Background: an optimization exercise with open tools, aiming at small area, a short achievable clock period and few clock cycles. Do not read the settings as production practice. Function was not checked in any run shown here: the RTL went through the layout flow alone.

--- flow/config.mk ---
export PLATFORM = sky130hd
export DESIGN_NAME = matrix_cpu
export DESIGN_NICKNAME = matrix_cpu
export VERILOG_FILES = /design/flow/design.v
export SDC_FILE = /design/flow/constraint.sdc
export NUM_CORES = 8
export LEC_CHECK = 0
export CAP_MARGIN = 20
export CORE_MARGIN = 2
export CORE_UTILIZATION = 65
export SLEW_MARGIN = 20
--- flow/constraint.sdc ---
create_clock -name core_clock -period 11.0 [get_ports {clk}]
set_input_delay 2.2000 -clock core_clock [delete_from_list [all_inputs] [get_ports {clk}]]
set_output_delay 2.2000 -clock core_clock [all_outputs]
set_load 0.01 [all_outputs]
--- flow/design.v ---
`timescale 1ns / 1ns
module program_counter (address, enable, clear, clk, reset);
output reg [3:0] address;
input wire enable, clear;
input wire clk, reset;
always @ (posedge clk)
  if (reset | clear)
     address <= 4'b0000;
  else if (enable)
     address <= address + 4'b0001;
endmodule
`timescale 1ns / 1ns
module exe_engine (
    input  wire        reset, start, busy,
    input  wire [26:0] instr,
    input  wire        xv, x_last, x_w,
    input  wire [6:0]  x_dest,
    input  wire        w_mem, w_out,
    input  wire [6:0]  wdest,
    output wire        accept, consume, fwd_a, fwd_b, stop_now
);
wire [2:0] op   = instr[26:24];
wire compute    = ~op[2] | (op[1:0] == 2'b00);      
wire is_stop    = (op == 3'b111);
wire r_out      = instr[22];
wire uses_s2    = ~op[2] & ~(op[1] & ~op[0]);       
wire [6:0] s1   = instr[14:8];
wire [6:0] s2   = instr[7:1];
wire x_free = ~xv | x_last;
wire haz = xv & ( x_w & r_out |
                 ~x_w & (~r_out & (s1 == x_dest) | uses_s2 & (s2 == x_dest)));
wire run = ~reset & (busy | start);
assign accept   = run & compute & x_free & ~haz;
assign consume  = accept | run & ~compute & ~is_stop;
assign stop_now = run & is_stop & (~xv | x_last & x_w);
assign fwd_a    = r_out ? w_out : w_mem & (s1 == wdest);
assign fwd_b    = w_mem & (s2 == wdest);
endmodule
`timescale 1ns / 1ns
module output_reg(data, write_data, data_to_write, reset, clk);
output reg [255:0] data;
input wire write_data;
input wire [255:0] data_to_write;
input wire reset, clk;
always @ (posedge clk)
  if (reset)
    data <= 256'b0;
  else if (write_data)
    data <= data_to_write;
endmodule
`timescale 1ns / 1ns
module matrix_mult (
    output wire [255:0] m_out,
    input  wire [255:0] a, z,
    input  wire [95:0]  y,
    input  wire         cin
);
genvar r, c;
generate
for (c = 0; c < 4; c = c + 1) begin : col
    for (r = 0; r < 4; r = r + 1) begin : row
        mac16 u (.x(a[r*64 + c*16 +: 16]), .bo(y[c*24 +: 8]), .bt(y[c*24 + 8 +: 8]), .bn(y[c*24 + 16 +: 8]),
                 .z(z[r*64 + c*16 +: 16]), .cin(cin),
                 .o(m_out[r*64 + c*16 +: 16]));
    end
end
endgenerate
endmodule
module mac16(input [15:0] x, input [7:0] bo, bt, bn, input [15:0] z, input cin, output [15:0] o);
wire p1;
wire p2;
wire p3;
wire p4;
wire p5;
wire p6;
wire p7;
wire p8;
wire p9;
wire p10;
wire p11;
wire p12;
wire p13;
wire p14;
wire p15;
wire p16;
wire p17;
wire p18;
wire p19;
wire p20;
wire p21;
wire p22;
wire p23;
wire p24;
wire p25;
wire p26;
wire p27;
wire p28;
wire p29;
wire p30;
wire p31;
wire p32;
wire p33;
wire p34;
wire p35;
wire p36;
wire p37;
wire p38;
wire p39;
wire p40;
wire p41;
wire p42;
wire p43;
wire p44;
wire p45;
wire p46;
wire p47;
wire p48;
wire p49;
wire p50;
wire p51;
wire p52;
wire p53;
wire p54;
wire p55;
wire p56;
wire p57;
wire p58;
wire p59;
wire p60;
wire p61;
wire p62;
wire p63;
wire p64;
wire p65;
wire p66;
wire p67;
wire p68;
wire p69;
wire p70;
wire p71;
wire p72;
wire s73;
wire c74;
wire s75;
wire c76;
wire s77;
wire c78;
wire s79;
wire c80;
wire s81;
wire c82;
wire s83;
wire c84;
wire s85;
wire c86;
wire s87;
wire c88;
wire s89;
wire c90;
wire s91;
wire c92;
wire s93;
wire c94;
wire s95;
wire c96;
wire s97;
wire c98;
wire s99;
wire c100;
wire s101;
wire c102;
wire s103;
wire c104;
wire s105;
wire c106;
wire s107;
wire c108;
wire s109;
wire c110;
wire s111;
wire c112;
wire s113;
wire c114;
wire s115;
wire c116;
wire s117;
wire c118;
wire s119;
wire c120;
wire s121;
wire c122;
wire s123;
wire c124;
wire s125;
wire c126;
wire s127;
wire c128;
wire s129;
wire c130;
wire s131;
wire c132;
wire s133;
wire c134;
wire s135;
wire c136;
wire s137;
wire c138;
wire s139;
wire c140;
wire s141;
wire c142;
wire s143;
wire c144;
wire s145;
wire c146;
wire s147;
wire c148;
wire s149;
wire c150;
wire s151;
wire c152;
wire s153;
wire c154;
wire s155;
wire c156;
wire s157;
wire c158;
wire s159;
wire c160;
wire s161;
wire c162;
wire s163;
wire c164;
wire s165;
wire c166;
wire s167;
wire c168;
wire s169;
wire c170;
wire s171;
wire c172;
wire s173;
wire c174;
wire s175;
wire c176;
wire s177;
wire c178;
wire s179;
wire c180;
wire s181;
wire c182;
wire s183;
wire c184;
wire s185;
wire c186;
wire s187;
wire c188;
wire s189;
wire c190;
wire s191;
wire c192;
wire s193;
wire c194;
wire s195;
wire c196;
wire s197;
wire c198;
wire s199;
wire c200;
wire s201;
wire c202;
wire s203;
wire c204;
wire s205;
wire c206;
wire s207;
wire c208;
wire s209;
wire c210;
wire s211;
wire c212;
wire s213;
wire c214;
assign p1 = bn[0] ^ ((bo[0] & x[0]) | (bt[0] & 1'b0));
assign p2 = bn[0] ^ ((bo[0] & x[1]) | (bt[0] & x[0]));
assign p3 = bn[0] ^ ((bo[0] & x[2]) | (bt[0] & x[1]));
assign p4 = bn[0] ^ ((bo[0] & x[3]) | (bt[0] & x[2]));
assign p5 = bn[0] ^ ((bo[0] & x[4]) | (bt[0] & x[3]));
assign p6 = bn[0] ^ ((bo[0] & x[5]) | (bt[0] & x[4]));
assign p7 = bn[0] ^ ((bo[0] & x[6]) | (bt[0] & x[5]));
assign p8 = bn[0] ^ ((bo[0] & x[7]) | (bt[0] & x[6]));
assign p9 = bn[0] ^ ((bo[0] & x[8]) | (bt[0] & x[7]));
assign p10 = bn[0] ^ ((bo[0] & x[9]) | (bt[0] & x[8]));
assign p11 = bn[0] ^ ((bo[0] & x[10]) | (bt[0] & x[9]));
assign p12 = bn[0] ^ ((bo[0] & x[11]) | (bt[0] & x[10]));
assign p13 = bn[0] ^ ((bo[0] & x[12]) | (bt[0] & x[11]));
assign p14 = bn[0] ^ ((bo[0] & x[13]) | (bt[0] & x[12]));
assign p15 = bn[0] ^ ((bo[0] & x[14]) | (bt[0] & x[13]));
assign p16 = bn[0] ^ ((bo[0] & x[15]) | (bt[0] & x[14]));
assign p17 = bn[1] ^ ((bo[1] & x[0]) | (bt[1] & 1'b0));
assign p18 = bn[1] ^ ((bo[1] & x[1]) | (bt[1] & x[0]));
assign p19 = bn[1] ^ ((bo[1] & x[2]) | (bt[1] & x[1]));
assign p20 = bn[1] ^ ((bo[1] & x[3]) | (bt[1] & x[2]));
assign p21 = bn[1] ^ ((bo[1] & x[4]) | (bt[1] & x[3]));
assign p22 = bn[1] ^ ((bo[1] & x[5]) | (bt[1] & x[4]));
assign p23 = bn[1] ^ ((bo[1] & x[6]) | (bt[1] & x[5]));
assign p24 = bn[1] ^ ((bo[1] & x[7]) | (bt[1] & x[6]));
assign p25 = bn[1] ^ ((bo[1] & x[8]) | (bt[1] & x[7]));
assign p26 = bn[1] ^ ((bo[1] & x[9]) | (bt[1] & x[8]));
assign p27 = bn[1] ^ ((bo[1] & x[10]) | (bt[1] & x[9]));
assign p28 = bn[1] ^ ((bo[1] & x[11]) | (bt[1] & x[10]));
assign p29 = bn[1] ^ ((bo[1] & x[12]) | (bt[1] & x[11]));
assign p30 = bn[1] ^ ((bo[1] & x[13]) | (bt[1] & x[12]));
assign p31 = bn[2] ^ ((bo[2] & x[0]) | (bt[2] & 1'b0));
assign p32 = bn[2] ^ ((bo[2] & x[1]) | (bt[2] & x[0]));
assign p33 = bn[2] ^ ((bo[2] & x[2]) | (bt[2] & x[1]));
assign p34 = bn[2] ^ ((bo[2] & x[3]) | (bt[2] & x[2]));
assign p35 = bn[2] ^ ((bo[2] & x[4]) | (bt[2] & x[3]));
assign p36 = bn[2] ^ ((bo[2] & x[5]) | (bt[2] & x[4]));
assign p37 = bn[2] ^ ((bo[2] & x[6]) | (bt[2] & x[5]));
assign p38 = bn[2] ^ ((bo[2] & x[7]) | (bt[2] & x[6]));
assign p39 = bn[2] ^ ((bo[2] & x[8]) | (bt[2] & x[7]));
assign p40 = bn[2] ^ ((bo[2] & x[9]) | (bt[2] & x[8]));
assign p41 = bn[2] ^ ((bo[2] & x[10]) | (bt[2] & x[9]));
assign p42 = bn[2] ^ ((bo[2] & x[11]) | (bt[2] & x[10]));
assign p43 = bn[3] ^ ((bo[3] & x[0]) | (bt[3] & 1'b0));
assign p44 = bn[3] ^ ((bo[3] & x[1]) | (bt[3] & x[0]));
assign p45 = bn[3] ^ ((bo[3] & x[2]) | (bt[3] & x[1]));
assign p46 = bn[3] ^ ((bo[3] & x[3]) | (bt[3] & x[2]));
assign p47 = bn[3] ^ ((bo[3] & x[4]) | (bt[3] & x[3]));
assign p48 = bn[3] ^ ((bo[3] & x[5]) | (bt[3] & x[4]));
assign p49 = bn[3] ^ ((bo[3] & x[6]) | (bt[3] & x[5]));
assign p50 = bn[3] ^ ((bo[3] & x[7]) | (bt[3] & x[6]));
assign p51 = bn[3] ^ ((bo[3] & x[8]) | (bt[3] & x[7]));
assign p52 = bn[3] ^ ((bo[3] & x[9]) | (bt[3] & x[8]));
assign p53 = bn[4] ^ ((bo[4] & x[0]) | (bt[4] & 1'b0));
assign p54 = bn[4] ^ ((bo[4] & x[1]) | (bt[4] & x[0]));
assign p55 = bn[4] ^ ((bo[4] & x[2]) | (bt[4] & x[1]));
assign p56 = bn[4] ^ ((bo[4] & x[3]) | (bt[4] & x[2]));
assign p57 = bn[4] ^ ((bo[4] & x[4]) | (bt[4] & x[3]));
assign p58 = bn[4] ^ ((bo[4] & x[5]) | (bt[4] & x[4]));
assign p59 = bn[4] ^ ((bo[4] & x[6]) | (bt[4] & x[5]));
assign p60 = bn[4] ^ ((bo[4] & x[7]) | (bt[4] & x[6]));
assign p61 = bn[5] ^ ((bo[5] & x[0]) | (bt[5] & 1'b0));
assign p62 = bn[5] ^ ((bo[5] & x[1]) | (bt[5] & x[0]));
assign p63 = bn[5] ^ ((bo[5] & x[2]) | (bt[5] & x[1]));
assign p64 = bn[5] ^ ((bo[5] & x[3]) | (bt[5] & x[2]));
assign p65 = bn[5] ^ ((bo[5] & x[4]) | (bt[5] & x[3]));
assign p66 = bn[5] ^ ((bo[5] & x[5]) | (bt[5] & x[4]));
assign p67 = bn[6] ^ ((bo[6] & x[0]) | (bt[6] & 1'b0));
assign p68 = bn[6] ^ ((bo[6] & x[1]) | (bt[6] & x[0]));
assign p69 = bn[6] ^ ((bo[6] & x[2]) | (bt[6] & x[1]));
assign p70 = bn[6] ^ ((bo[6] & x[3]) | (bt[6] & x[2]));
assign p71 = bo[7] & x[0];
assign p72 = (bo[7] & (x[1] ^ (bn[7] & x[0]))) | (bt[7] & x[0]);
assign s73 = p9 ^ p23;
assign c74 = p9 & p23;
assign s75 = p10 ^ p24;
assign c76 = p10 & p24;
assign s77 = p11 ^ p25 ^ p37;
assign c78 = (p11 & p25) | (p11 & p37) | (p25 & p37);
assign s79 = p47 ^ p55;
assign c80 = p47 & p55;
assign s81 = p12 ^ p26 ^ p38;
assign c82 = (p12 & p26) | (p12 & p38) | (p26 & p38);
assign s83 = p48 ^ p56;
assign c84 = p48 & p56;
assign s85 = p13 ^ p27 ^ p39;
assign c86 = (p13 & p27) | (p13 & p39) | (p27 & p39);
assign s87 = p49 ^ p57 ^ p63;
assign c88 = (p49 & p57) | (p49 & p63) | (p57 & p63);
assign s89 = p67 ^ bn[6];
assign c90 = p67 & bn[6];
assign s91 = p14 ^ p28 ^ p40;
assign c92 = (p14 & p28) | (p14 & p40) | (p28 & p40);
assign s93 = p50 ^ p58 ^ p64;
assign c94 = (p50 & p58) | (p50 & p64) | (p58 & p64);
assign s95 = p68 ^ z[13];
assign c96 = p68 & z[13];
assign s97 = p15 ^ p29 ^ p41;
assign c98 = (p15 & p29) | (p15 & p41) | (p29 & p41);
assign s99 = p51 ^ p59 ^ p65;
assign c100 = (p51 & p59) | (p51 & p65) | (p59 & p65);
assign s101 = p69 ^ p71 ^ z[14];
assign c102 = (p69 & p71) | (p69 & z[14]) | (p71 & z[14]);
assign s103 = p16 ^ p30 ^ p42;
assign c104 = (p16 & p30) | (p16 & p42) | (p30 & p42);
assign s105 = p52 ^ p60 ^ p66;
assign c106 = (p52 & p60) | (p52 & p66) | (p60 & p66);
assign s107 = p70 ^ p72 ^ z[15];
assign c108 = (p70 & p72) | (p70 & z[15]) | (p72 & z[15]);
assign s109 = p5 ^ p19;
assign c110 = p5 & p19;
assign s111 = p6 ^ p20;
assign c112 = p6 & p20;
assign s113 = p7 ^ p21 ^ p33;
assign c114 = (p7 & p21) | (p7 & p33) | (p21 & p33);
assign s115 = p43 ^ bn[3];
assign c116 = p43 & bn[3];
assign s117 = p8 ^ p22 ^ p34;
assign c118 = (p8 & p22) | (p8 & p34) | (p22 & p34);
assign s119 = p44 ^ z[7];
assign c120 = p44 & z[7];
assign s121 = s73 ^ p35 ^ p45;
assign c122 = (s73 & p35) | (s73 & p45) | (p35 & p45);
assign s123 = p53 ^ bn[4] ^ z[8];
assign c124 = (p53 & bn[4]) | (p53 & z[8]) | (bn[4] & z[8]);
assign s125 = c74 ^ s75 ^ p36;
assign c126 = (c74 & s75) | (c74 & p36) | (s75 & p36);
assign s127 = p46 ^ p54 ^ z[9];
assign c128 = (p46 & p54) | (p46 & z[9]) | (p54 & z[9]);
assign s129 = c76 ^ s77 ^ s79;
assign c130 = (c76 & s77) | (c76 & s79) | (s77 & s79);
assign s131 = p61 ^ bn[5] ^ z[10];
assign c132 = (p61 & bn[5]) | (p61 & z[10]) | (bn[5] & z[10]);
assign s133 = c78 ^ c80 ^ s81;
assign c134 = (c78 & c80) | (c78 & s81) | (c80 & s81);
assign s135 = s83 ^ p62 ^ z[11];
assign c136 = (s83 & p62) | (s83 & z[11]) | (p62 & z[11]);
assign s137 = c82 ^ c84 ^ s85;
assign c138 = (c82 & c84) | (c82 & s85) | (c84 & s85);
assign s139 = s87 ^ s89 ^ z[12];
assign c140 = (s87 & s89) | (s87 & z[12]) | (s89 & z[12]);
assign s141 = c86 ^ c88 ^ c90;
assign c142 = (c86 & c88) | (c86 & c90) | (c88 & c90);
assign s143 = s91 ^ s93 ^ s95;
assign c144 = (s91 & s93) | (s91 & s95) | (s93 & s95);
assign s145 = c92 ^ c94 ^ c96;
assign c146 = (c92 & c94) | (c92 & c96) | (c94 & c96);
assign s147 = s97 ^ s99 ^ s101;
assign c148 = (s97 & s99) | (s97 & s101) | (s99 & s101);
assign s149 = c98 ^ c100 ^ c102;
assign c150 = (c98 & c100) | (c98 & c102) | (c100 & c102);
assign s151 = s103 ^ s105 ^ s107;
assign c152 = (s103 & s105) | (s103 & s107) | (s105 & s107);
assign s153 = p1 ^ bn[0];
assign c154 = p1 & bn[0];
assign s155 = p3 ^ p17;
assign c156 = p3 & p17;
assign s157 = p4 ^ p18;
assign c158 = p4 & p18;
assign s159 = s109 ^ p31 ^ bn[2];
assign c160 = (s109 & p31) | (s109 & bn[2]) | (p31 & bn[2]);
assign s161 = c110 ^ s111 ^ p32;
assign c162 = (c110 & s111) | (c110 & p32) | (s111 & p32);
assign s163 = c112 ^ s113 ^ s115;
assign c164 = (c112 & s113) | (c112 & s115) | (s113 & s115);
assign s165 = c114 ^ c116 ^ s117;
assign c166 = (c114 & c116) | (c114 & s117) | (c116 & s117);
assign s167 = c118 ^ c120 ^ s121;
assign c168 = (c118 & c120) | (c118 & s121) | (c120 & s121);
assign s169 = c122 ^ c124 ^ s125;
assign c170 = (c122 & c124) | (c122 & s125) | (c124 & s125);
assign s171 = c126 ^ c128 ^ s129;
assign c172 = (c126 & c128) | (c126 & s129) | (c128 & s129);
assign s173 = c130 ^ c132 ^ s133;
assign c174 = (c130 & c132) | (c130 & s133) | (c132 & s133);
assign s175 = c134 ^ c136 ^ s137;
assign c176 = (c134 & c136) | (c134 & s137) | (c136 & s137);
assign s177 = c138 ^ c140 ^ s141;
assign c178 = (c138 & c140) | (c138 & s141) | (c140 & s141);
assign s179 = c142 ^ c144 ^ s145;
assign c180 = (c142 & c144) | (c142 & s145) | (c144 & s145);
assign s181 = c146 ^ c148 ^ s149;
assign c182 = (c146 & c148) | (c146 & s149) | (c148 & s149);
assign s183 = s153 ^ z[0];
assign c184 = s153 & z[0];
assign s185 = c154 ^ p2 ^ z[1];
assign c186 = (c154 & p2) | (c154 & z[1]) | (p2 & z[1]);
assign s187 = s155 ^ bn[1] ^ z[2];
assign c188 = (s155 & bn[1]) | (s155 & z[2]) | (bn[1] & z[2]);
assign s189 = c156 ^ s157 ^ z[3];
assign c190 = (c156 & s157) | (c156 & z[3]) | (s157 & z[3]);
assign s191 = c158 ^ s159 ^ z[4];
assign c192 = (c158 & s159) | (c158 & z[4]) | (s159 & z[4]);
assign s193 = c160 ^ s161 ^ z[5];
assign c194 = (c160 & s161) | (c160 & z[5]) | (s161 & z[5]);
assign s195 = c162 ^ s163 ^ z[6];
assign c196 = (c162 & s163) | (c162 & z[6]) | (s163 & z[6]);
assign s197 = c164 ^ s165 ^ s119;
assign c198 = (c164 & s165) | (c164 & s119) | (s165 & s119);
assign s199 = c166 ^ s167 ^ s123;
assign c200 = (c166 & s167) | (c166 & s123) | (s167 & s123);
assign s201 = c168 ^ s169 ^ s127;
assign c202 = (c168 & s169) | (c168 & s127) | (s169 & s127);
assign s203 = c170 ^ s171 ^ s131;
assign c204 = (c170 & s171) | (c170 & s131) | (s171 & s131);
assign s205 = c172 ^ s173 ^ s135;
assign c206 = (c172 & s173) | (c172 & s135) | (s173 & s135);
assign s207 = c174 ^ s175 ^ s139;
assign c208 = (c174 & s175) | (c174 & s139) | (s175 & s139);
assign s209 = c176 ^ s177 ^ s143;
assign c210 = (c176 & s177) | (c176 & s143) | (s177 & s143);
assign s211 = c178 ^ s179 ^ s147;
assign c212 = (c178 & s179) | (c178 & s147) | (s179 & s147);
assign s213 = c180 ^ s181 ^ s151;
assign c214 = (c180 & s181) | (c180 & s151) | (s181 & s151);
wire [15:0] ra = {c212, c210, c208, c206, c204, c202, c200, c198, c196, c194, c192, c190, c188, c186, c184, s183};
wire [15:0] rb = {s213, s211, s209, s207, s205, s203, s201, s199, s197, s195, s193, s191, s189, s187, s185, cin};
assign o = ra + rb;
endmodule
`timescale 1ns / 1ns
module matrix_cpu (
    input  wire         clk,
    input  wire         reset,
    input  wire         start,
    output wire         done,
    output wire [3:0]   imem_addr,
    input  wire [26:0]  imem_data,
    output wire [6:0]   mem_rd1_addr,
    input  wire [255:0] mem_rd1_data,
    output wire [6:0]   mem_rd2_addr,
    input  wire [255:0] mem_rd2_data,
    output wire         mem_we,
    output wire [6:0]   mem_waddr,
    output wire [255:0] mem_wdata
);
wire [255:0] out_q;         
reg  [255:0] opa;           
reg  [95:0]  ycur;          
reg  [191:0] ynext;         
function [23:0] booth;
    input [15:0] y;
    integer d;
    reg [16:0] yy;
    begin
        yy = {y, 1'b0};
        for (d = 0; d < 8; d = d + 1) begin
            booth[d]      = yy[2*d+1] ^ yy[2*d];                        
            booth[8 + d]  = (yy[2*d+2 -: 3] == 3'b011) | (yy[2*d+2 -: 3] == 3'b100);  
            booth[16 + d] = yy[2*d+2];                                   
        end
    end
endfunction
reg  [255:0] zr;            
reg  [255:0] res;           
reg          busy;          
wire [3:0]   pc;
reg          xv;            
reg          c_mul, c_sub;
reg          x_w;
reg  [6:0]   x_dest;
reg  [1:0]   k;             
reg          w_mem, w_out;
reg  [6:0]   wdest;
wire x_last = ~c_mul | (k == 2'd3);
wire        accept, consume, fwd_a, fwd_b, stop_now;
exe_engine ctl (
    .reset(reset), .start(start), .busy(busy), .instr(imem_data),
    .xv(xv), .x_last(x_last), .x_w(x_w), .x_dest(x_dest),
    .w_mem(w_mem), .w_out(w_out), .wdest(wdest),
    .accept(accept), .consume(consume), .fwd_a(fwd_a), .fwd_b(fwd_b),
    .stop_now(stop_now)
);
program_counter pcr (.address(pc), .clk(clk), .reset(reset),
                     .clear(~busy & ~start | stop_now),
                     .enable(consume));
assign imem_addr    = pc;
assign mem_rd1_addr = imem_data[14:8];
assign mem_rd2_addr = imem_data[7:1];
wire [2:0] op   = imem_data[26:24];
wire i_add = (op == 3'b000);
wire i_sub = (op == 3'b001);
wire i_scl = (op == 3'b010);
wire i_mul = (op == 3'b011);
wire i_tr  = (op == 3'b100);
wire [255:0] s1 = fwd_a ? res : (imem_data[22] ? out_q : mem_rd1_data);
wire [255:0] s2 = fwd_b ? res : mem_rd2_data;
wire [255:0] mac_out;
genvar r, c, j;
generate
for (r = 0; r < 4; r = r + 1) begin : g_r
    for (c = 0; c < 4; c = c + 1) begin : g_c
        always @(posedge clk)
            opa[r*64 + c*16 +: 16] <= accept ? s1[r*64 + c*16 +: 16]
                                             : opa[r*64 + ((c+1)%4)*16 +: 16];
        always @(posedge clk)
            zr[r*64 + c*16 +: 16] <= ~accept ? mac_out[r*64 + c*16 +: 16] :
                                     (i_add | i_sub) ? s2[r*64 + c*16 +: 16] ^ {16{i_sub}} :
                                     i_tr ? s1[c*64 + r*16 +: 16] : 16'd0;
    end
end
for (c = 0; c < 4; c = c + 1) begin : g_y
    wire [15:0] y_first = i_mul ? s2[c*64 + c*16 +: 16] :
                          i_scl ? {8'b0, imem_data[7:0]} :
                          {15'd0, i_add | i_sub};
    wire [15:0] y_now = accept ? y_first : ynext[c*48 +: 16];
    always @(posedge clk)
        ycur[c*24 +: 24] <= booth(y_now);
    for (j = 1; j < 4; j = j + 1) begin : g_yj
        always @(posedge clk)
            ynext[c*48 + (j-1)*16 +: 16] <= accept ? s2[((c+j)%4)*64 + c*16 +: 16] :
                                            (j < 3) ? ynext[c*48 + j*16 +: 16] : 16'd0;
    end
end
endgenerate
always @(posedge clk) begin
    if (accept) begin
        c_mul    <= i_mul;
        c_sub    <= i_sub;
        x_w      <= imem_data[23];
        x_dest   <= imem_data[21:15];
    end
end
matrix_mult mm (.m_out(mac_out), .a(opa), .y(ycur), .z(zr), .cin(c_sub));
always @(posedge clk)
    res <= mac_out;
always @(posedge clk) begin
    if (reset) begin
        busy   <= 1'b0;
        xv     <= 1'b0;
        w_mem  <= 1'b0;
        w_out  <= 1'b0;
        k      <= 2'd0;
    end else begin
        busy   <= (busy | start) & ~stop_now;
        xv     <= accept | xv & ~x_last;
        w_mem  <= xv & x_last & ~x_w;
        w_out  <= xv & x_last & x_w;
        if (xv & c_mul) k <= k + 2'd1;
    end
end
always @(posedge clk)
    if (xv & x_last) wdest <= x_dest;
output_reg outr (.data(out_q), .write_data(w_out), .data_to_write(res),
                 .reset(reset), .clk(clk));
assign done      = ~busy;
assign mem_we    = w_mem;
assign mem_waddr = wdest;
assign mem_wdata = res;
endmodule
--- flow/flow/run.sh ---
#!/bin/bash
set -euo pipefail
export SETUP_SLACK_MARGIN=6.2
export BUFFER_PORTS_ARGS="-buffer_cell sky130_fd_sc_hd__buf_2"
bash standard.sh > make.log 2>&1
--- flow/standard.sh ---
#!/bin/bash
# synth_recipe.tcl (not shown) runs the flow's synth.tcl, then flattens the netlist and writes it again
# the make line also repeats each setting of config.mk as NAME=value (left out here)
make -C /OpenROAD-flow-scripts/flow DESIGN_CONFIG=/design/flow/config.mk WORK_HOME=/design/flow/orfs CLKGATE_MAP_FILE= SYNTH_SCRIPT=/design/flow/synth_recipe.tcl "${@:-finish}"
==> results of run 1 <==
==> worst max-delay path: stages <==
cell	delay, ns
buf_2	0.23
or2_2	0.16
buf_4	0.55
clkinv_1	0.14
buf_4	0.40
a21oi_2	0.78
a21oi_2	0.28
mux2i_4	0.31
inv_1	0.10
ha_1	0.20
mux2_4	0.25
==> repair_timing <==
item,CTS,global route
resized for setup,355,465
setup endpoints to repair,633,251
hold buffers,0,0
pin swaps,49,191
setup buffers,86,95
gates cloned,42,23
==> path summary, 6_finish.rpt <==
check	from	end	slack (ns)	cells after the start
hold / removal	ynext[190]	ynext[174]	0.42	2
setup reg to reg	ycur[64]	zr[110]	6.10	18
hold reg to reg	ynext[190]	ynext[174]	0.42	2
setup / recovery	imem_data[26]	ycur[34]	6.03	11
==> cells in the final DEF, fill, tap and decap left out, types with 72 or more instances in the layout <==
master	count
xnor2_1	1098
o221ai_1	154
o21a_1	171
a21oi_1	347
ha_1	424
dfxtp_1	1129
mux2_2	120
a221oi_1	72
clkbuf_16	180
a22oi_1	936
a22oi_2	90
mux2i_1	800
buf_2	821
nor2_1	753
buf_4	216
buf_12	72
nand2_1	639
o21ai_0	446
dfxtp_4	73
fa_1	764
xor2_1	585
inv_1	1295
dfxtp_2	120
==> Yosys cell counts, types with 460 or more instances <==
cell type and count:
dfxtp_1 1322, inv_1 1315, xnor2_1 1139, a22oi_1 1026
mux2i_1 820, fa_1 768, nor2_1 757, nand2_1 641
clkbuf_1 603, xor2_1 590, ha_1 474, o21ai_0 460
==> registers in the layout, summed over array words and instances, names as in the netlist, 2 cells and up <==
name	count
opa	256
outr.data	256
res	256
zr	256
ynext	192
ycur	96
wdest	7
x_dest	7
pcr.address	4
k	2
==> kinds of logic (layout without fill, tap and decap cells) <==
kind of cell,after synthesis,in the layout
buffers and inverters,2284,2848
xor gates and xnor gates,1733,1733
muxes,984,984
DFF,1339,1339
adders and majority gates,1242,1242
and+or+nand+nor,1730,1732
other,0,55
AOI/OAI and AO/OA,2566,2566
==> layer usage <==
metal | part of all wire | vias up
met2 | 0.38 | 9462
met4 | 0.11 | 44
met1 | 0.33 | 48788
li1 | - | 40670
met5 | 0.0016 | -
met3 | 0.18 | 3029
==> metrics by stage <==
step	hold WS, ns	utilization
4_1_cts	0.416	0.733
2_1_floorplan	0.401	-
3_3_place_gp	0.405	0.681
6_report	0.425	0.754
3_5_place_dp	0.412	0.681
5_1_grt	0.439	0.754
==> cell type report <==
type,count,area (sq um),share of cell area
Inverter,1321,5010,0.0403
Timing Repair Buffer,1249,10300,0.0825
Sequential cell,1339,27400,0.220
Antenna cell,55,138,0.00111
Timing Repair inverter,2,32.5,0.000262
Multi-Input combinational cell,8257,73600,0.592
Tap cell,2189,2740,0.0220
Clock buffer,209,4400,0.0354
Clock inverter,67,771,0.00620
==> impl_metrics.ini, run 1 <==
[clocking]
cts.root.buffer_cell = clkbuf_16
htreeDepth = 4
cts_buffer_depth = 3
cts_num_sinks = 1339
numCtsBuffers = 151
cts_tree = built
insertion_delay_ns = 0.86
path_clk_slew_ns = 0.07

[placed_design]
dp_slack_ns = 4.28
portBuffers = 824
place_congestion = 1.05
hpwl_um = 335000
dpl.cell_count = 14109
post_dp_cell_area_sq_um = 112000

[yosys]
synthDistinctLibCells = 73
synth_xor_area_frac = 0.141
netlist.top_cell.by_area = dfxtp_1
synth_top_family_by_area = adder cells
synth.top_cell.area_share = 0.246
synthTopCellsByArea = dfxtp_1 25%, fa_1 14%, xnor2_1 9.3%
synthesis.area_sq_um = 108000
yosys.area_share.adder = 0.198
synth_compound_area_frac = 0.163
avgSynthCellArea_sq_um = 9.07
ys_seq_area_frac = 0.251
synth_warnings = 3
synthArstFlopShare = 0
synth_fp_nets = 13662
yosys.area_share.simple = 0.0675
synth_edf_count = 17
synth_mux_area_frac = 0.0964
synthFlopType = dfxtp_1
syn_inst = 11878
ys_seq_elements = 1339

[grt]
grt_pass1_vias = 97477
grt-ovfl-total = 0
busiest_layer = met2
grt_start_max_net_pins = 183
antenna_found_initial = 57
met2_usage = 0.762
met1_usage = 0.659
grtUsageTotal = 0.561
gr-usage-met3 = 0.279
grt_pass1_wl_um = 685000

[worst_hold_path]
holdCritPathClass = register to register

[routing]
drcViolationCount = 0
vias = 101993
drt-total-wl_um = 502000
post_drt_via_cell_ratio = 6.94
drt_iter0_drc = 17127
dr.pass1.iters = 10
wire_per_inst_um = 34.2
ant_nets = 0

[floorplanning]
core-area_sq_um = 165000
initial_core_util = 0.653
die_h_um = 411
io-pin-count = 825
die_w_um = 411
die-area_sq_um = 169000
placementRows = 149

[sta]
tightestPinTransition_ns = 1.29
finalClockSkew_ns = 0.0417
rsz0062_at_grt = true
setup_viol = 0
slew_headroom = 0.132
finalCritPeriodShare = 0.452
fin_crit_ns = 4.97
finalMaxSlewViolations = 0
hold_viol = 0
worst_slack_ns = 6.03
max_freq_ghz = 0.201
setup_tns_ns = 0

[status]
outcome = no timing/DRC/antenna violations

[job]
max_cap_viol_count = 0

[final_layout]
final_nets = 14105
drive_gt1_frac = 0.178
final_cell_count_no_fill = 14688
syn_to_final_growth_pct = 15.4
fillers = 11838
finalInstanceArea_sq_um = 124000

[worst_setup_path]
crit_arrival_ns = 5.71
crit_type = input port to register
crit_required_ns = 11.73
endpoint_kind = register
start_kind = input port
path_max_fanout = 36
==> run 2, diff against run 1 <==
--- a/flow/design.v
+++ b/flow/design.v
@@ -580,13 +580,12 @@
                                      i_tr ? s1[c*64 + r*16 +: 16] : 16'd0;
     end
 end
+wire [23:0] y_const = i_scl ? booth({8'b0, imem_data[7:0]}) :
+                      {16'd0, 7'd0, i_add | i_sub};
 for (c = 0; c < 4; c = c + 1) begin : g_y
-    wire [15:0] y_first = i_mul ? s2[c*64 + c*16 +: 16] :
-                          i_scl ? {8'b0, imem_data[7:0]} :
-                          {15'd0, i_add | i_sub};
-    wire [15:0] y_now = accept ? y_first : ynext[c*48 +: 16];
+    wire [23:0] y_first = i_mul ? booth(s2[c*64 + c*16 +: 16]) : y_const;
     always @(posedge clk)
-        ycur[c*24 +: 24] <= booth(y_now);
+        ycur[c*24 +: 24] <= accept ? y_first : booth(ynext[c*48 +: 16]);
     for (j = 1; j < 4; j = j + 1) begin : g_yj
         always @(posedge clk)
             ynext[c*48 + (j-1)*16 +: 16] <= accept ? s2[((c+j)%4)*64 + c*16 +: 16] :
==> flow/flow/run.sh (replaced) <==
#!/bin/bash
set -euo pipefail
export SETUP_SLACK_MARGIN=6.0
export BUFFER_PORTS_ARGS="-buffer_cell sky130_fd_sc_hd__buf_2"
bash standard.sh > make.log 2>&1
--- a/flow/config.mk
+++ b/flow/config.mk
@@ -7,5 +7,5 @@
 export LEC_CHECK = 0
 export CAP_MARGIN = 20
 export CORE_MARGIN = 2
-export CORE_UTILIZATION = 65
+export CORE_UTILIZATION = 55
 export SLEW_MARGIN = 20
==> run 2 against run 1 <==
Critical path depth fell by 3. Routed wire length rose by 3.9%. Utilization down 13 points. Global-route usage down 6.9 points. Synthesized area rose by 1.4%. Die area up 20%. Clock skew grew 0.0081 ns. Register-to-register slack got worse by 0.11 ns.
==> impl_metrics.ini, run 2 <==
[status]
outcome = no timing/DRC/antenna violations

[worst_setup_path]
start_kind = input port
crit_required_ns = 11.77
crit_type = input port to register
path_max_fanout = 104
endpoint_kind = register
crit_arrival_ns = 5.84

[yosys]
synth_edf_count = 17
ys_seq_elements = 1339
yosysMostFrequentCell = inv_1
ys_seq_area_frac = 0.247
synth_fp_nets = 14132
avgSynthCellArea_sq_um = 8.88
synthDistinctLibCells = 80
syn_inst = 12286
synth.top_cell.area_share = 0.242
yosys-top-cells-count = 1395 x inv_1, 1322 x dfxtp_1, 1117 x xnor2_1
synthFlopType = dfxtp_1
synthTopCellsByArea = dfxtp_1 24%, fa_1 14%, xnor2_1 9.0%
netlist.top_cell.by_area = dfxtp_1
synthArstFlopShare = 0
synthesis.area_sq_um = 109000
synth_warnings = 3

[sta]
rsz0062_at_grt = true
finalMaxSlewViolations = 0
fin_crit_ns = 5.07
setup_viol = 0
setup_tns_ns = 0
hold_viol = 0
finalClockSkew_ns = 0.0498
max_freq_ghz = 0.197
tightestPinTransition_ns = 1.32
finalCritPeriodShare = 0.461
slew_headroom = 0.122

[routing]
dr.pass1.iters = 7
ant_nets = 0
vias = 101040
drcViolationCount = 0
drt_iter0_drc = 14498
post_drt_via_cell_ratio = 6.54
wire_per_inst_um = 33.8
drt-total-wl_um = 521000

[placed_design]
hpwl_um = 372000
portBuffers = 824
place_congestion = 1.03

[clocking]
cts_num_sinks = 1339
cts.root.buffer_cell = clkbuf_16
numCtsBuffers = 157
path_clk_slew_ns = 0.07
cts_hold_buf = 0
htreeDepth = 4
cts_buffer_depth = 3
cts_tree = built
insertion_delay_ns = 0.88

[grt]
grt-ovfl-total = 0
grtUsageTotal = 0.492
grt_pass1_wl_um = 718000
antenna_found_initial = 45
grt_pass1_vias = 97093
grt_start_max_net_pins = 267

[floorplanning]
placementRows = 163
initial_core_util = 0.553
die_w_um = 449
io-pin-count = 825
die_h_um = 449
core-area_sq_um = 197000
die-area_sq_um = 202000

[final_layout]
multi_input_area_sq_um = 73500
syn_to_final_growth_pct = 13.2
seq_area_sq_um = 27300
fillers = 17168
final_nets = 14481
drive_gt1_frac = 0.145
final_cell_mix = 1394 x inv_1, 1157 x dfxtp_1, 1108 x xnor2_1
final_common_cell = inv_1

[job]
max_cap_viol_count = 0

[worst_hold_path]
holdCritPathClass = register to register
-- run 2: what timing repair did --
action                     4_1_cts  5_1_grt
pin swaps                        7       49
setup endpoints to repair      807      516
gates resized for setup        258      243
buffers inserted                49       47
cloned                          14       21
-- run 2: worst paths after layout --
kind	startpoint	end	slack (ns)	cells after the start
setup / recovery	imem_data[24]	zr[111]	5.93	8
hold / removal	ynext[144]	ycur[72]	0.43	2
setup reg to reg	ycur[24]	zr[30]	5.99	13
hold reg to reg	ynext[144]	ycur[72]	0.43	2
-- run 2: cell families after synthesis --
logic type	count (synthesis)	synth area share
compound gates	2669	0.163
buf+inv	2383	0.0861
xor+xnor	1733	0.140
simple gates	1924	0.0745
mux	934	0.0867
flops	1339	0.247
fa+ha+maj	1304	0.202
-- run 2: cell type report --
class / instances / share of cell area
multi-input combinational: 8566 / 0.595
sequential: 1339 / 0.221
timing repair buffer: 1169 / 0.0696
inverter: 1401 / 0.0427
timing repair inverter: 1 / 0.0000709
tap: 2640 / 0.0267
clock buffer: 214 / 0.0361
clock inverter: 73 / 0.00769
antenna: 39 / 0.000790
-- run 2: worst max-delay path, cell delays in order --
cell and delay, ns:
buf_8 0.35, buf_6 0.41, nand2b_2 0.19, buf_4 0.44, nand2b_4 0.65, buf_12 0.55, o221ai_1 0.50, o21a_1 0.24
-- run 2: per-stage QoR --
stage	worst slack, ns	hold WS (ns)	util	instances	cell area, sq um
4_1_cts	5.94	0.420	0.617	15334	122000
3_5_place_dp	4.34	0.410	0.580	14984	114000
2_1_floorplan	6.00	0.401	-	12286	109000
3_3_place_gp	4.47	0.407	0.580	14984	114000
5_1_grt	5.84	0.447	0.626	15409	124000
6_report	5.93	0.426	0.627	15442	124000
-- run 2: routing by layer --
metal,GRT usage,part of all wire
met5,0,0.00027
met4,0.438,0.11
met3,0.132,0.13
met2,0.696,0.40
met1,0.614,0.36
==> run 3, diff against run 2 <==
--- a/flow/config.mk
+++ b/flow/config.mk
@@ -8,4 +8,5 @@
 export CAP_MARGIN = 20
 export CORE_MARGIN = 2
 export CORE_UTILIZATION = 55
+export CTS_BUF_LIST = sky130_fd_sc_hd__clkbuf_8
 export SLEW_MARGIN = 20
==> run 3 against run 2 <==
First-iteration DRC count fell by 3.0%. Clock skew rose by 0.042 ns. Critical endpoint is now zr[85]. Worst hold slack got worse by 0.0092 ns. Sequential cell count did not move. Critical path type unchanged. Global-route usage fell by 0.070 points. Via count barely moved. Critical path depth rose by 3. Die area did not move. Register-to-register slack got worse by 0.03 ns. Sequential share of layout area rose by 0.080 points. Still clean. Synthesized area did not move. Utilization fell by 0.25 points.
==> impl_metrics.ini, run 3 <==
[worst_hold_path]
hold_end = ynext[171]
min-delay-start = ynext[187]
holdCritPathClass = register to register
hold_depth = 2

[clocking]
htreeDepth = 4
cts.root.buffer_cell = clkbuf_8
cts_num_sinks = 1339
insertion_delay_ns = 1.11
numCtsBuffers = 238
path_clk_slew_ns = 0.07
cts_tree = built
cts_buffer_depth = 3

[worst_setup_path]
slowest_stage = a21oi_1
start_kind = input port
reg2reg_slack_ns = 5.96
crit_start = imem_data[22]
critPathTopFamily = buffers and inverters
crit_type = input port to register
r2r_end = zr[94]
timing.rr.start = ycur[37]
path_buf_inv = 4
crit_arrival_ns = 6.11
cp_slowest_stage_delay_ns = 0.77
path_cells = buf_8 > buf_4 > nand2_1 > o41ai_4 > buf_4 > buf_4 > nor2_1 > a21oi_1 > o22ai_1 > nand2_1 > o21ai_0
crit_required_ns = 11.89
crit_top_cell = buf_4
reg2reg_depth = 16
endpoint_kind = register
path_max_fanout = 53

[routing]
post_drt_via_cell_ratio = 6.49
drt-total-wl_um = 520000
drcViolationCount = 0
wire_per_inst_um = 33.4
dr.pass1.iters = 9
drt_iter0_drc = 14064
vias = 101063
ant_nets = 0

[yosys]
synthFlopType = dfxtp_1
synth_warnings = 3
netlist.top_cell.by_area = dfxtp_1
synthArstFlopShare = 0
synthTopCellsByArea = dfxtp_1 24%, fa_1 14%, xnor2_1 9.0%
synth.top_cell.area_share = 0.242
yosysMostFrequentCell = inv_1
syn_inst = 12286
ys_seq_elements = 1339
yosys-top-cells-count = 1395 x inv_1, 1322 x dfxtp_1, 1117 x xnor2_1
synth_edf_count = 17
synthDistinctLibCells = 80
avgSynthCellArea_sq_um = 8.88
synth_fp_nets = 14132
synthesis.area_sq_um = 109000
ys_seq_area_frac = 0.247

[grt]
grt_pass1_vias = 97665
grt_start_max_net_pins = 267
grt-ovfl-total = 0
grt_pass1_wl_um = 717000
grtUsageTotal = 0.492
antenna_found_initial = 51

[sta]
worst_slack_ns = 5.78
finalMaxSlewViolations = 0
finalCritPeriodShare = 0.475
slew_headroom = 0.106
finalClockSkew_ns = 0.0914
tightestPinTransition_ns = 1.30
setup_tns_ns = 0
max_freq_ghz = 0.192
rsz0062_at_grt = true
fin_crit_ns = 5.22
setup_viol = 0
hold_viol = 0

[final_layout]
post-route-util = 0.624
finalInstanceArea_sq_um = 123000
final_common_cell = inv_1
final_cell_mix = 1465 x inv_1, 1159 x dfxtp_1, 1104 x xnor2_1
seq_area_sq_um = 27300
drive_gt1_frac = 0.150
multi_input_area_sq_um = 73500
fillers = 17365
syn_to_final_growth_pct = 12.8
final_nets = 14558

[placed_design]
portBuffers = 824
place_congestion = 1.03
dp_slack_ns = 4.34
post_dp_cell_area_sq_um = 114000
hpwl_um = 372000

[floorplanning]
die_w_um = 449
die-area_sq_um = 202000
io-pin-count = 825
placementRows = 163
initial_core_util = 0.553
die_h_um = 449
core-area_sq_um = 197000

[job]
max_cap_viol_count = 0

[status]
outcome = no timing/DRC/antenna violations
run 3: worst max path at each step:
stage / endpoint / slack [ns] / cells after the start
6_report: zr[85] / 5.78 / 11
5_1_grt: zr[85] / 5.82 / 11
4_1_cts: zr[190] / 5.98 / 17
3_5_place_dp: zr[100] / 4.34 / 11
3_3_place_gp: zr[101] / 4.47 / 11
2_1_floorplan: zr[205] / 6.00 / 19
run 3: cell type report:
class	count	share of cell area
inverter	1401	0.0429
tap	2640	0.0268
multi-input combinational	8566	0.597
clock inverter	127	0.00772
clock buffer	303	0.0339
timing repair buffer	1166	0.0688
sequential	1339	0.222
antenna	38	0.000772
run 3: through the flow:
stage / hold WS [ns] / instances
finish: 0.417 / 15580
global route: 0.438 / 15554
CTS: 0.396 / 15473
detailed placement: 0.410 / 14984
global placement: 0.407 / 14984
floorplan: 0.401 / 12286
run 3: layer usage:
layer  wire, um  GRT usage  vias up
li1           -          -    41832
met1     185000      0.612    49413
met2     211000      0.694     7705
met3      67500      0.136     2081
met4      56600      0.437       32
met5        271          0        -
run 3: logic make-up after synthesis:
kind of cell               share of synthesized area
AOI/OAI and AO/OA                              0.163
muxes                                         0.0867
adders and majority gates                      0.202
DFF                                            0.247
and+or+nand+nor                               0.0745
xor gates and xnor gates                       0.140
buffers and inverters                         0.0861
run 3: worst min-delay path, stage by stage (launching register included):
cell and delay [ns]:
dfxtp_1 0.31, nand2_1 0.04, o21ai_0 0.07
run 3: what timing repair did:
item / 4_1_cts / 5_1_grt
pin swaps: 6 / 40
hold buffers: 0 / 0
setup buffers: 49 / 45
gates cloned: 10 / 21
setup endpoints to repair: 572 / 517
resized for setup: 238 / 230
==> run 4, diff against run 3 <==
==> flow/config.mk (replaced) <==
export PLATFORM = sky130hd
export DESIGN_NAME = matrix_cpu
export DESIGN_NICKNAME = matrix_cpu
export VERILOG_FILES = /design/flow/design.v
export SDC_FILE = /design/flow/constraint.sdc
export NUM_CORES = 8
export LEC_CHECK = 0
export CAP_MARGIN = 10
export CORE_MARGIN = 2
export CORE_UTILIZATION = 55
export CTS_CLUSTER_DIAMETER = 90
export CTS_CLUSTER_SIZE = 22
export SLEW_MARGIN = 10
==> run 4 against run 3 <==
Still clean on timing, DRC and antenna. First-iteration DRC count is 1.1% higher. Synthesized cell count stayed put. Critical path depth grew 5. Cell area shrank 1.6%. Sequential share of layout area is 0.39 points higher. Critical path type is now register to register. Highest routed layer unchanged.
==> impl_metrics.ini, run 4 <==
[grt]
gr-usage-met3 = 0.134
grt_start_max_net_pins = 267
grt_pass1_vias = 96090
grt-ovfl-total = 0
antenna_found_initial = 45
grtUsageTotal = 0.490
met2_usage = 0.695
busiest_layer = met2
grt_pass1_wl_um = 715000
met1_usage = 0.608

[status]
outcome = no timing/DRC/antenna violations

[sta]
setup_tns_ns = 0
finalClockSkew_ns = 0.0658
finalMaxSlewViolations = 0
fin_crit_ns = 5.06
setup_viol = 0
max_freq_ghz = 0.197
hold_viol = 0
slew_headroom = 0.0412
rsz0062_at_grt = true
tightestPinTransition_ns = 1.44
finalCritPeriodShare = 0.460

[floorplanning]
die-area_sq_um = 202000
placementRows = 163
initial_core_util = 0.553
core-area_sq_um = 197000
io-pin-count = 825
die_w_um = 449
die_h_um = 449

[clocking]
numCtsBuffers = 87
cts_hold_buf = 0
cts.root.buffer_cell = clkbuf_16
insertion_delay_ns = 0.81
path_clk_slew_ns = 0.10
cts_buffer_depth = 3
cts_tree = built
cts_num_sinks = 1339
htreeDepth = 3

[final_layout]
multi_input_area_sq_um = 73700
final_nets = 14414
final_common_cell = inv_1
seq_area_sq_um = 27400
syn_to_final_growth_pct = 11.0
finalInstanceArea_sq_um = 121000
fillers = 17415
final_cell_mix = 1394 x inv_1, 1153 x dfxtp_1, 1105 x xnor2_1
drive_gt1_frac = 0.139

[yosys]
synth_fp_nets = 14132
synthArstFlopShare = 0
synthDistinctLibCells = 80
yosys-top-cells-count = 1395 x inv_1, 1322 x dfxtp_1, 1117 x xnor2_1
yosysMostFrequentCell = inv_1
ys_seq_area_frac = 0.247
synth_edf_count = 17
netlist.top_cell.by_area = dfxtp_1
ys_seq_elements = 1339
avgSynthCellArea_sq_um = 8.88
synth_warnings = 3
synth.top_cell.area_share = 0.242
synthFlopType = dfxtp_1
synthesis.area_sq_um = 109000
synthTopCellsByArea = dfxtp_1 24%, fa_1 14%, xnor2_1 9.0%
syn_inst = 12286

[placed_design]
portBuffers = 824
post_dp_cell_area_sq_um = 114000
hpwl_um = 371000
place_congestion = 1.03

[routing]
drt_iter0_drc = 14215
dr.pass1.iters = 10
ant_nets = 0
post_drt_via_cell_ratio = 6.50
wire_per_inst_um = 33.7
drt-total-wl_um = 515000
vias = 99433
drcViolationCount = 0

[worst_setup_path]
start_kind = register
endpoint_kind = register
crit_required_ns = 11.67
crit_type = register to register
crit_arrival_ns = 5.74
path_max_fanout = 30

[job]
max_cap_viol_count = 0

[worst_hold_path]
holdCritPathClass = register to register
run 4: cell counts after synthesis:
No cell type changed its count.
run 4: final timing paths:
check / start / endpoint / cells past startpoint / slack [ns]
max: ycur[27] / zr[94] / 16 / 5.94
min reg2reg: ynext[182] / ynext[166] / 2 / 0.41
max reg2reg: ycur[27] / zr[94] / 16 / 5.94
min: ynext[182] / ynext[166] / 2 / 0.41
run 4: cell type report:
| cell class | instances | area share |
|---|---|---|
| timing repair inverter | 1 | 0.0000723 |
| sequential | 1339 | 0.226 |
| tap | 2640 | 0.0273 |
| timing repair buffer | 1172 | 0.0702 |
| clock inverter | 37 | 0.00419 |
| inverter | 1401 | 0.0436 |
| multi-input combinational | 8566 | 0.608 |
| antenna | 27 | 0.000558 |
| clock buffer | 108 | 0.0200 |
run 4: layer usage:
metal,share of wire,wire length (um)
met3,0.12,64400
met5,0.00054,280
met2,0.41,209000
met1,0.36,185000
met4,0.11,56200
run 4: timing repair:
item                       in CTS  in global routing
setup endpoints to repair     816                513
resized for setup             269                273
pin swaps                       7                 42
setup buffers                  51                 55
cloned                         14                 14
run 4: through the flow:
stage | worst slack, ns | utilization | cells | hold WS, ns
2_1_floorplan | 6.00 | - | 12286 | 0.401
3_3_place_gp | 4.47 | 0.580 | 14984 | 0.407
3_5_place_dp | 4.32 | 0.580 | 14985 | 0.413
4_1_cts | 5.96 | 0.604 | 15195 | 0.410
5_1_grt | 5.87 | 0.614 | 15270 | 0.438
6_report | 5.94 | 0.614 | 15291 | 0.412
run 4: kinds of logic after synthesis:
family,Yosys count,synth area share
XOR/XNOR,1733,0.140
multiplexers,934,0.0867
flip-flops,1339,0.247
AO/OA/AOI/OAI,2669,0.163
adder cells (fa/ha/maj),1304,0.202
AND/OR/NAND/NOR,1924,0.0745
buffers and inverters,2383,0.0861
run 4: worst max-delay path: stages, from the launching register on:
cell and delay, ns:
dfxtp_4 0.50, buf_12 0.25, a22oi_1 0.14, xor2_1 0.19
fa_1 0.57, inv_1 0.06, fa_1 0.44, fa_1 0.52
inv_1 0.05, fa_1 0.50, inv_1 0.04, ha_1 0.33
inv_1 0.12, nand3b_1 0.32, a22oi_1 0.57, a31oi_2 0.15
o311ai_1 0.16
==> run 5, diff against run 4 <==
--- a/flow/design.v
+++ b/flow/design.v
@@ -580,12 +580,13 @@
                                      i_tr ? s1[c*64 + r*16 +: 16] : 16'd0;
     end
 end
-wire [23:0] y_const = i_scl ? booth({8'b0, imem_data[7:0]}) :
-                      {16'd0, 7'd0, i_add | i_sub};
 for (c = 0; c < 4; c = c + 1) begin : g_y
-    wire [23:0] y_first = i_mul ? booth(s2[c*64 + c*16 +: 16]) : y_const;
+    wire [15:0] y_first = i_mul ? s2[c*64 + c*16 +: 16] :
+                          i_scl ? {8'b0, imem_data[7:0]} :
+                          {15'd0, i_add | i_sub};
+    wire [15:0] y_now = accept ? y_first : ynext[c*48 +: 16];
     always @(posedge clk)
-        ycur[c*24 +: 24] <= accept ? y_first : booth(ynext[c*48 +: 16]);
+        ycur[c*24 +: 24] <= booth(y_now);
     for (j = 1; j < 4; j = j + 1) begin : g_yj
         always @(posedge clk)
             ynext[c*48 + (j-1)*16 +: 16] <= accept ? s2[((c+j)%4)*64 + c*16 +: 16] :
==> flow/flow/run.sh (replaced) <==
#!/bin/bash
set -euo pipefail
export SETUP_SLACK_MARGIN=6.0
export BUFFER_PORTS_ARGS="-buffer_cell sky130_fd_sc_hd__buf_1"
bash standard.sh > make.log 2>&1
==> run 5 against run 4 <==
Still clean on timing, DRC and antenna. Clock-buffer cell count fell by 2. First-iteration DRC count fell by 3.9%. Synthesized area fell by 1.3%. Worst hold slack improved by 0.013 ns. Cell area fell by 1.2%. Critical path type is now input port to register. Largest cell class unchanged.
==> impl_metrics.ini, run 5 <==
[placed_design]
hpwl_um = 358000
dp_slack_ns = 3.91
portBuffers = 824
place_congestion = 1.04

[worst_setup_path]
critPathTopFamily = buffers and inverters
crit_cells = 11
endpoint_kind = register
crit_type = input port to register
endpoint = ycur[34]
reg2reg_slack_ns = 5.95
timing.rr.start = ycur[64]
slowest_stage = a21oi_2
reg2reg_depth = 20
r2r_end = zr[239]
path_buf_inv = 4
crit_start = imem_data[24]
crit_required_ns = 11.70
path_max_fanout = 30
crit_arrival_ns = 5.91
start_kind = input port
cp_slowest_stage_delay_ns = 0.72
path_cells = clkbuf_8 > nand2_2 > or2_4 > clkinv_1 > buf_6 > a21oi_2 > a21oi_1 > mux2i_4 > inv_1 > ha_1 > mux2_4

[sta]
hold_viol = 0
rsz0062_at_grt = true
finalCritPeriodShare = 0.474
max_freq_ghz = 0.192
finalClockSkew_ns = 0.0470
setup_viol = 0
finalMaxSlewViolations = 0
fin_crit_ns = 5.21
setup_tns_ns = 0
slew_headroom = 0.0532
tightestPinTransition_ns = 1.38
worst_slack_ns = 5.79

[routing]
dr.pass1.iters = 9
post_drt_via_cell_ratio = 6.53
drt-total-wl_um = 517000
drt_iter0_drc = 13659
ant_nets = 0
wire_per_inst_um = 34.5
vias = 97846
drcViolationCount = 0

[clocking]
cts_buffer_depth = 3
cts_hold_buf = 0
cts_num_sinks = 1339
cts.root.buffer_cell = clkbuf_16
htreeDepth = 3
insertion_delay_ns = 0.83
numCtsBuffers = 90
cts_tree = built
path_clk_slew_ns = 0.09

[job]
max_cap_viol_count = 0

[yosys]
synth_warnings = 3
synth_fp_nets = 13662
synthTopCellsByArea = dfxtp_1 25%, fa_1 14%, xnor2_1 9.3%
synth.top_cell.area_share = 0.246
netlist.top_cell.by_area = dfxtp_1
synthFlopType = dfxtp_1
ys_seq_area_frac = 0.251
synthesis.area_sq_um = 108000
synthDistinctLibCells = 73
yosys-top-cells-count = 1322 x dfxtp_1, 1315 x inv_1, 1139 x xnor2_1
synthArstFlopShare = 0
synth_edf_count = 17
yosysMostFrequentCell = dfxtp_1
syn_inst = 11878
avgSynthCellArea_sq_um = 9.07
ys_seq_elements = 1339

[floorplanning]
placementRows = 162
die_w_um = 446
die-area_sq_um = 199000
die_h_um = 446
initial_core_util = 0.553
io-pin-count = 825
core-area_sq_um = 195000

[final_layout]
drive_gt1_frac = 0.0854
seq_area_sq_um = 27300
fillers = 17147
final_nets = 14016
post-route-util = 0.614
syn_to_final_growth_pct = 11.1
multi_input_area_sq_um = 72500
final_common_cell = inv_1
final_cell_mix = 1313 x inv_1, 1162 x dfxtp_1, 1124 x xnor2_1

[worst_hold_path]
holdCritPathClass = register to register
hold_depth = 2

[grt]
grt-ovfl-total = 0
grt_pass1_wl_um = 695000
antenna_found_initial = 55
grtUsageTotal = 0.490
grt_start_max_net_pins = 174
grt_pass1_vias = 92705

[status]
outcome = no timing/DRC/antenna violations
-- run 5: cell type report --
class,count,share of cell area
timing repair inverter,2,0.000230
antenna,56,0.00117
clock buffer,106,0.0205
inverter,1321,0.0418
tap,2624,0.0274
clock inverter,49,0.00554
multi-input combinational,8258,0.606
sequential,1339,0.228
timing repair buffer,1220,0.0691
-- run 5: logic make-up after synthesis --
| logic type | synth area share |
|---|---|
| compound gates | 0.163 |
| buf+inv | 0.0835 |
| xor+xnor | 0.141 |
| simple gates | 0.0675 |
| flops | 0.251 |
| fa+ha+maj | 0.198 |
| mux | 0.0964 |
-- run 5: how the worst min path moves through the flow --
stage	slack, ns	startpoint	to
floorplan	0.40	ynext[16]	ynext[0]
global placement	0.41	ynext[72]	ynext[56]
detailed placement	0.41	ynext[68]	ynext[52]
CTS	0.43	ynext[80]	ynext[64]
global route	0.44	ynext[80]	ynext[64]
finish	0.43	ynext[80]	ynext[64]
-- run 5: worst min-delay path: cells and delay by family (launching register included) --
kind               cells  cell delay [ns]
AOI/OAI and AO/OA      1             0.05
DFF                    1             0.32
and+or+nand+nor        1             0.04
-- run 5: stage by stage --
stage / instance area (sq um) / hold WS, ns / cells
after detailed placement: 112000 / 0.412 / 14580
after global routing: 120000 / 0.442 / 14945
final: 120000 / 0.426 / 14975
after CTS: 117000 / 0.427 / 14817
after global placement: 112000 / 0.406 / 14580
after floorplan: 108000 / 0.401 / 11878
-- run 5: timing repair --
action	in CTS	in global routing
gates cloned	24	29
gates resized for setup	260	264
buffers inserted	58	71
pin swaps	7	56
setup endpoints to repair	729	155
-- run 5: routing by layer --
| layer | wire length, um | track usage |
|---|---|---|
| met3 | 66400 | 0.138 |
| met5 | 301 | 0 |
| met4 | 59100 | 0.434 |
| met2 | 208000 | 0.692 |
| met1 | 183000 | 0.609 |

==> re-timing with driven ports <==
Ports are ideal in the flow. The routed layouts listed here were re-timed in OpenROAD. Step 1 sets driving cells, clkbuf_16 on the clock port and buf_2 on the other inputs (assumed; they add their load-dependent delay and slew). Step 2 adds t to the input delays and takes it off the output delays; t is the mean of the earliest and latest rising clock arrival at the registers after step 1. Input paths then give back, and output paths get back, about the clock's delay inside the block. Slacks: ideal / step 1 / step 2; pairs: ideal / step 1.
run	t (ns)	setup WS [ns]	worst slew at a driven data input, ns
run 1	0.936	6.026 / 5.948 / 5.011	0.35
run 2	0.955	5.925 / 5.973 / 5.018	0.12
run 3	1.153	5.780 / 5.825 / 4.672	0.12
run 4	0.877	5.935 / 5.935 / 5.117	0.12
run 5	0.903	5.790 / 5.856 / 4.953	0.12
After both steps setup and hold are still met in every run listed. For run 3, which loses most, drivers alone change the setup slack by +0.045 ns; drivers and shift together by -1.108 ns.
